Context: an optimization exercise on an open-source flow, tuned for small area, a short achievable clock period and few clock cycles. The choices shown serve that exercise and are no tape-out recipe.
At most, simulation tests tie the RTL to the original design; equivalence was not proved.
No activity file was given, so power comes from the tool's default toggle rates.

the previous run:
==> flow/design.v <==
`default_nettype none
module skl_add #(parameter W = 32) (
    input  [W-1:0] a,
    input  [W-1:0] b,
    input          cin,
    output [W-1:0] s,
    output         cout
);
    wire [W-1:0] g0 = a & b;
    wire [W-1:0] p0 = a ^ b;
    reg [W-1:0] g, p;
    integer i, l;
    always @(*) begin
        g = g0;
        p = p0;
        g[0] = g0[0] | (p0[0] & cin);
        for (l = 0; (1 << l) < W; l = l + 1)
            for (i = W - 1; i >= 0; i = i - 1)
                if (((i >> l) & 1) == 1) begin
                    g[i] = g[i] | (p[i] & g[((i >> l) << l) - 1]);
                    p[i] = p[i] & p[((i >> l) << l) - 1];
                end
    end
    assign s = p0 ^ {g[W-2:0], cin};
    assign cout = g[W-1];
endmodule
module Processor (
    input CLK,
    input reset,
    output [31:0] imem_addr,
    input  [31:0] imem_rdata,
    output [31:0] dmem_addr,
    output [31:0] dmem_wdata,
    output        dmem_we,
    output        dmem_re,
    input  [31:0] dmem_rdata
);
    reg        we_e, st_e, ld_e, jalr_e, br_e;
    reg        pt_e;
    reg [3:0]  rd_e;
    reg [2:0]  f3_e;
    reg        sub_e, sra_e, selalt_e;
    reg [7:0]  op_e;       
    reg [31:0] a_e;
    reg [31:0] b_e;        
    reg [31:0] alt_e;      
    wire [32:0] sum;
    skl_add #(32) u_sum (.a(a_e), .b(b_e), .cin(sub_e), .s(sum[31:0]), .cout(sum[32]));
    wire eq  = &(a_e ^ b_e);
    wire ltu = ~sum[32];
    wire lt  = (a_e[31] == b_e[31]) ? a_e[31] : sum[31];
    wire fill = sra_e & a_e[31];
    reg [31:0] shl, shr;
    always @(*) begin
        shl = a_e;
        if (b_e[0]) shl = {shl[30:0], 1'b0};
        if (b_e[1]) shl = {shl[29:0], 2'b0};
        if (b_e[2]) shl = {shl[27:0], 4'b0};
        if (b_e[3]) shl = {shl[23:0], 8'b0};
        if (b_e[4]) shl = {shl[15:0], 16'b0};
        shr = a_e;
        if (b_e[0]) shr = {{1{fill}}, shr[31:1]};
        if (b_e[1]) shr = {{2{fill}}, shr[31:2]};
        if (b_e[2]) shr = {{4{fill}}, shr[31:4]};
        if (b_e[3]) shr = {{8{fill}}, shr[31:8]};
        if (b_e[4]) shr = {{16{fill}}, shr[31:16]};
    end
    wire [31:0] res_e = ({32{ld_e}} & dmem_rdata) | ({32{selalt_e}} & alt_e)
                      | ({32{op_e[0]}} & sum[31:0]) | ({32{op_e[1]}} & shl)
                      | {31'd0, (op_e[2] & lt) | (op_e[3] & ltu)}
                      | ({32{op_e[4]}} & (a_e ^ b_e)) | ({32{op_e[5]}} & shr)
                      | ({32{op_e[6]}} & (a_e | b_e)) | ({32{op_e[7]}} & (a_e & b_e));
    reg cond;
    always @(*) begin
        case (f3_e)
            3'b000: cond = eq;
            3'b001: cond = ~eq;
            3'b100: cond = lt;
            3'b101: cond = ~lt;
            3'b110: cond = ltu;
            3'b111: cond = ~ltu;
            default: cond = 1'b0;
        endcase
    end
    wire mispred = br_e & (cond ^ pt_e);
    wire redirect = mispred | jalr_e;
    wire [31:0] rtgt = jalr_e ? sum[31:0] : alt_e;
    assign dmem_addr = sum[31:0];
    assign dmem_wdata = alt_e;
    assign dmem_we = st_e;
    assign dmem_re = ld_e;
    reg [31:0] rf [1:15];
    always @(posedge CLK) begin
        if (we_e) rf[rd_e] <= res_e;
    end
    reg [31:0] pc;
    wire [31:0] ins = imem_rdata;
    wire [6:0] op = ins[6:0];
    wire [2:0] f3 = ins[14:12];
    wire is_r    = (op == 7'b0110011);
    wire is_i    = (op == 7'b0010011);
    wire is_ld   = (op == 7'b0000011);
    wire is_st   = (op == 7'b0100011);
    wire is_br   = (op == 7'b1100011);
    wire is_jal  = (op == 7'b1101111);
    wire is_jalr = (op == 7'b1100111);
    wire is_lui  = (op == 7'b0110111);
    wire is_aui  = (op == 7'b0010111);
    wire [3:0] ra1 = ins[18:15];
    wire [3:0] ra2 = ins[23:20];
    wire [3:0] rd  = ins[10:7];
    reg [31:0] rf1, rf2;
    integer k;
    always @(*) begin
        rf1 = 32'd0;
        rf2 = 32'd0;
        for (k = 1; k < 16; k = k + 1) begin
            rf1 = rf1 | ({32{ra1 == k}} & rf[k]);
            rf2 = rf2 | ({32{ra2 == k}} & rf[k]);
        end
    end
    wire [31:0] rs1 = (we_e && rd_e == ra1) ? res_e : rf1;
    wire [31:0] rs2 = (we_e && rd_e == ra2) ? res_e : rf2;
    wire [31:0] imm_b = {{20{ins[31]}}, ins[7], ins[30:25], ins[11:8], 1'b0};
    wire [31:0] imm_j = {{12{ins[31]}}, ins[19:12], ins[20], ins[30:21], 1'b0};
    wire [31:0] imm_u = {ins[31:12], 12'b0};
    wire [31:0] pc4;
    wire pc4_co;
    skl_add #(30) u_pc4 (.a(pc[31:2]), .b(30'd1), .cin(1'b0), .s(pc4[31:2]), .cout(pc4_co));
    assign pc4[1:0] = pc[1:0];
    wire [31:0] imm_t = ins[3] ? imm_j : ~ins[6] ? imm_u : imm_b;
    wire [31:0] tgt;
    wire tgt_co;
    skl_add #(32) u_tgt (.a(pc), .b(imm_t), .cin(1'b0), .s(tgt), .cout(tgt_co));
    wire pt = is_jal | (is_br & ins[31]);
    wire sub_f = (is_r & ins[30] & (f3 == 3'b000)) | ((is_r | is_i) & (f3[2:1] == 2'b01)) | is_br;
    wire [31:0] srcb_f = (is_r | is_br) ? rs2 : {{20{ins[31]}}, ins[31:25], is_st ? ins[11:7] : ins[24:20]};
    assign imem_addr = pc;
    always @(posedge CLK or posedge reset) begin
        if (reset) pc <= 32'd0;
        else if (redirect) pc <= rtgt;
        else if (pt) pc <= tgt;
        else pc <= pc4;
    end
    wire kill = redirect;    
    always @(posedge CLK or posedge reset) begin
        if (reset) begin
            we_e <= 1'b0; st_e <= 1'b0; ld_e <= 1'b0; jalr_e <= 1'b0; br_e <= 1'b0;
        end else begin
            we_e   <= ~kill & (is_r | is_i | is_ld | is_jal | is_jalr | is_lui | is_aui) & (rd != 4'd0);
            st_e   <= ~kill & is_st;
            ld_e   <= ~kill & is_ld;
            jalr_e <= ~kill & is_jalr;
            br_e   <= ~kill & is_br;
        end
    end
    always @(posedge CLK) begin
        pt_e     <= pt;
        rd_e     <= rd;
        f3_e     <= (is_r | is_i | is_br) ? f3 : 3'b000;
        sub_e    <= sub_f;
        sra_e    <= ins[30];
        selalt_e <= is_jal | is_jalr | is_lui | is_aui;
        op_e     <= (is_r | is_i) ? (8'd1 << f3) : 8'd0;
        a_e      <= rs1;
        b_e      <= srcb_f ^ {32{sub_f}};
        alt_e    <= is_st ? rs2 : is_lui ? imm_u : (is_aui | (is_br & ~pt)) ? tgt : pc4;
    end
endmodule
==> flow/config.mk <==
export PLATFORM = sky130hd
export DESIGN_NAME = Processor
export DESIGN_NICKNAME = Processor
export VERILOG_FILES = /design/flow/design.v
export SDC_FILE = /design/flow/constraint.sdc
export NUM_CORES = 4
export LEC_CHECK = 0
export CAP_MARGIN = 20
export CORE_MARGIN = 2
export CORE_UTILIZATION = 40
export PLACE_DENSITY = 0.75
export SLEW_MARGIN = 20
==> flow/constraint.sdc <==
create_clock -name core_clock -period 12.0 [get_ports {CLK}]
set_input_delay 2.4000 -clock core_clock [delete_from_list [all_inputs] [get_ports {CLK}]]
set_output_delay 2.4000 -clock core_clock [all_outputs]
set_load 0.01 [all_outputs]
standard.sh (not shown) runs the stock make flow with config.mk's settings and CLKGATE_MAP_FILE= SYNTH_SCRIPT=/design/flow/synth_recipe.tcl, a recipe that flattens the netlist after the stock synthesis.
==> flow/flow/run.sh <==
#!/bin/bash
export SETUP_SLACK_MARGIN=7
export BUFFER_PORTS_ARGS="-buffer_cell sky130_fd_sc_hd__buf_2"
bash standard.sh > standard.log 2>&1
The previous run finished every stage and its layout cleared the timing, design-rule and antenna checks.
Testbench counts of the previous run, summed over its fixed seeds: cycles 108,335.
### the previous run -> the current run
diff --git a/flow/design.v b/flow/design.v
--- a/flow/design.v
+++ b/flow/design.v
@@ -82,12 +82,15 @@
             default: cond = 1'b0;
         endcase
     end
     wire mispred = br_e & (cond ^ pt_e);
     wire redirect = mispred | jalr_e;
-    wire [31:0] rtgt = jalr_e ? sum[31:0] : alt_e;
-    assign dmem_addr = sum[31:0];
+    wire [31:0] addr;
+    wire addr_c;
+    skl_add #(32) u_addr (.a(a_e), .b(b_e), .cin(1'b0), .s(addr), .cout(addr_c));
+    wire [31:0] rtgt = jalr_e ? addr : alt_e;
+    assign dmem_addr = addr;
     assign dmem_wdata = alt_e;
     assign dmem_we = st_e;
     assign dmem_re = ld_e;
     reg [31:0] rf [1:15];
     always @(posedge CLK) begin
[summary]
The proportion of synthesized chip area in sequential cells of the current run is lower than that of the previous run. On peak fanout along the critical path: the current run sits below the previous run. The current run and the previous run ended up with roughly the same sequential power. Proportion of power drawn by combinational gates delta for the current run relative to the previous run: 2.2 points higher. [compare] base=the previous run new=the current run: via count normalized by instance count picked up an extra about 0.9%; mapped cell area picked up an extra 0.95%. In the current run, worst setup slack is lower than in the previous run. For the post-route fraction of the period consumed by the critical path, the current run came in 0.87 points higher than the previous run did.
Only the layout flow was run in the current run; the RTL was not checked for function there.

Setup of run X:
// Processor: RTL as listed in full above, without the edits since
clock: 12.0 ns
lec_check: 0
cap_margin: 20
core_margin: 2
core_utilization: 40
slew_margin: 20
==> flow/flow/run.sh <==
#!/bin/bash
export SETUP_SLACK_MARGIN=6.5
export BUFFER_PORTS_ARGS="-buffer_cell sky130_fd_sc_hd__buf_2"
bash standard.sh > standard.log 2>&1
Testbench counts of run X, summed over its fixed seeds: cycles 108,335.
Modified inputs, run D compared to run X
diff --git a/flow/design.v b/flow/design.v
--- a/flow/design.v
+++ b/flow/design.v
@@ -38,40 +38,50 @@
     reg        we_e, st_e, ld_e, jalr_e, br_e;
     reg        pt_e;
     reg [3:0]  rd_e;
     reg [2:0]  f3_e;
     reg        sub_e, sra_e, selalt_e;
-    reg [7:0]  op_e;       
     reg [31:0] a_e;
     reg [31:0] b_e;        
     reg [31:0] alt_e;      
     wire [32:0] sum;
     skl_add #(32) u_sum (.a(a_e), .b(b_e), .cin(sub_e), .s(sum[31:0]), .cout(sum[32]));
     wire eq  = &(a_e ^ b_e);
     wire ltu = ~sum[32];
     wire lt  = (a_e[31] == b_e[31]) ? a_e[31] : sum[31];
-    wire fill = sra_e & a_e[31];
-    reg [31:0] shl, shr;
+    wire left = ~f3_e[2];
+    reg [31:0] a_rev;
+    integer i;
+    always @(*) for (i = 0; i < 32; i = i + 1) a_rev[i] = a_e[31 - i];
+    wire [31:0] sh_in = left ? a_rev : a_e;
+    wire fill = sra_e & a_e[31] & ~left;
+    reg [31:0] sh_w;
     always @(*) begin
-        shl = a_e;
-        if (b_e[0]) shl = {shl[30:0], 1'b0};
-        if (b_e[1]) shl = {shl[29:0], 2'b0};
-        if (b_e[2]) shl = {shl[27:0], 4'b0};
-        if (b_e[3]) shl = {shl[23:0], 8'b0};
-        if (b_e[4]) shl = {shl[15:0], 16'b0};
-        shr = a_e;
-        if (b_e[0]) shr = {{1{fill}}, shr[31:1]};
-        if (b_e[1]) shr = {{2{fill}}, shr[31:2]};
-        if (b_e[2]) shr = {{4{fill}}, shr[31:4]};
-        if (b_e[3]) shr = {{8{fill}}, shr[31:8]};
-        if (b_e[4]) shr = {{16{fill}}, shr[31:16]};
+        sh_w = sh_in;
+        if (b_e[0]) sh_w = {{1{fill}}, sh_w[31:1]};
+        if (b_e[1]) sh_w = {{2{fill}}, sh_w[31:2]};
+        if (b_e[2]) sh_w = {{4{fill}}, sh_w[31:4]};
+        if (b_e[3]) sh_w = {{8{fill}}, sh_w[31:8]};
+        if (b_e[4]) sh_w = {{16{fill}}, sh_w[31:16]};
     end
-    wire [31:0] res_e = ({32{ld_e}} & dmem_rdata) | ({32{selalt_e}} & alt_e)
-                      | ({32{op_e[0]}} & sum[31:0]) | ({32{op_e[1]}} & shl)
-                      | {31'd0, (op_e[2] & lt) | (op_e[3] & ltu)}
-                      | ({32{op_e[4]}} & (a_e ^ b_e)) | ({32{op_e[5]}} & shr)
-                      | ({32{op_e[6]}} & (a_e | b_e)) | ({32{op_e[7]}} & (a_e & b_e));
+    reg [31:0] sh_rev;
+    always @(*) for (i = 0; i < 32; i = i + 1) sh_rev[i] = sh_w[31 - i];
+    wire [31:0] shres = left ? sh_rev : sh_w;
+    reg [31:0] alu;
+    always @(*) begin
+        case (f3_e)
+            3'b000: alu = sum[31:0];
+            3'b001: alu = shres;
+            3'b010: alu = {31'd0, lt};
+            3'b011: alu = {31'd0, ltu};
+            3'b100: alu = a_e ^ b_e;
+            3'b101: alu = shres;
+            3'b110: alu = a_e | b_e;
+            default: alu = a_e & b_e;
+        endcase
+    end
+    wire [31:0] res_e = ld_e ? dmem_rdata : selalt_e ? alt_e : alu;
     reg cond;
     always @(*) begin
         case (f3_e)
             3'b000: cond = eq;
             3'b001: cond = ~eq;
@@ -159,11 +169,10 @@
         rd_e     <= rd;
         f3_e     <= (is_r | is_i | is_br) ? f3 : 3'b000;
         sub_e    <= sub_f;
         sra_e    <= ins[30];
         selalt_e <= is_jal | is_jalr | is_lui | is_aui;
-        op_e     <= (is_r | is_i) ? (8'd1 << f3) : 8'd0;
         a_e      <= rs1;
         b_e      <= srcb_f ^ {32{sub_f}};
         alt_e    <= is_st ? rs2 : is_lui ? imm_u : (is_aui | (is_br & ~pt)) ? tgt : pc4;
     end
 endmodule
==> run summary <==
Changes observed in run D relative to run X: filler cell count moved up; maximum frequency moved up; synthesized netlist cell count rose 5.7%. Looking at proportion of power drawn by the clock network, run D sits 4.0 points below run X. Of the two values seen for beginning of the critical path, a_e[7] was produced by run X and a_e[0] by run D. Standby leakage power was higher in run D than in run X. Run D ended up with a higher total net switching power than run X did. Compared with run X, in run D pin count of the biggest net entering global routing now smaller, slack of the critical path moved up, total die area went up 0.0038 sq mm.
Testbench counts of run D, summed over its fixed seeds: cycles 108,335.

[separate check: timing with driven ports]
In the flow no input, the clock included, has a driving cell. The finished layouts below were timed again as built, in two steps.
Step 1 assumes that a clkbuf_16 drives the clock port and a buf_2 every other input.
Step 2 times the ports against the registers' clock, not the clock port: input delays grow and output delays shrink by t, the midpoint of the rising clock arrivals with the driver on.
Slacks: no drivers / after step 1 / after step 2; pairs: no drivers / after step 1.
run | shift t [ns] | setup slack, ns | pins driven straight from the clock port
the previous run | 0.716 | 6.299 / 6.231 / 6.296 | 1
the current run | 0.684 | 6.194 / 6.125 / 6.277 | 1
run X | 0.700 | 6.214 / 6.143 / 6.026 | 1
run D | 0.695 | 6.298 / 6.232 / 5.987 | 1
After both steps setup and hold are still met in every run listed. The setup slack of run D, which loses most, moves by -0.066 ns with the drivers and by -0.311 ns with both steps.
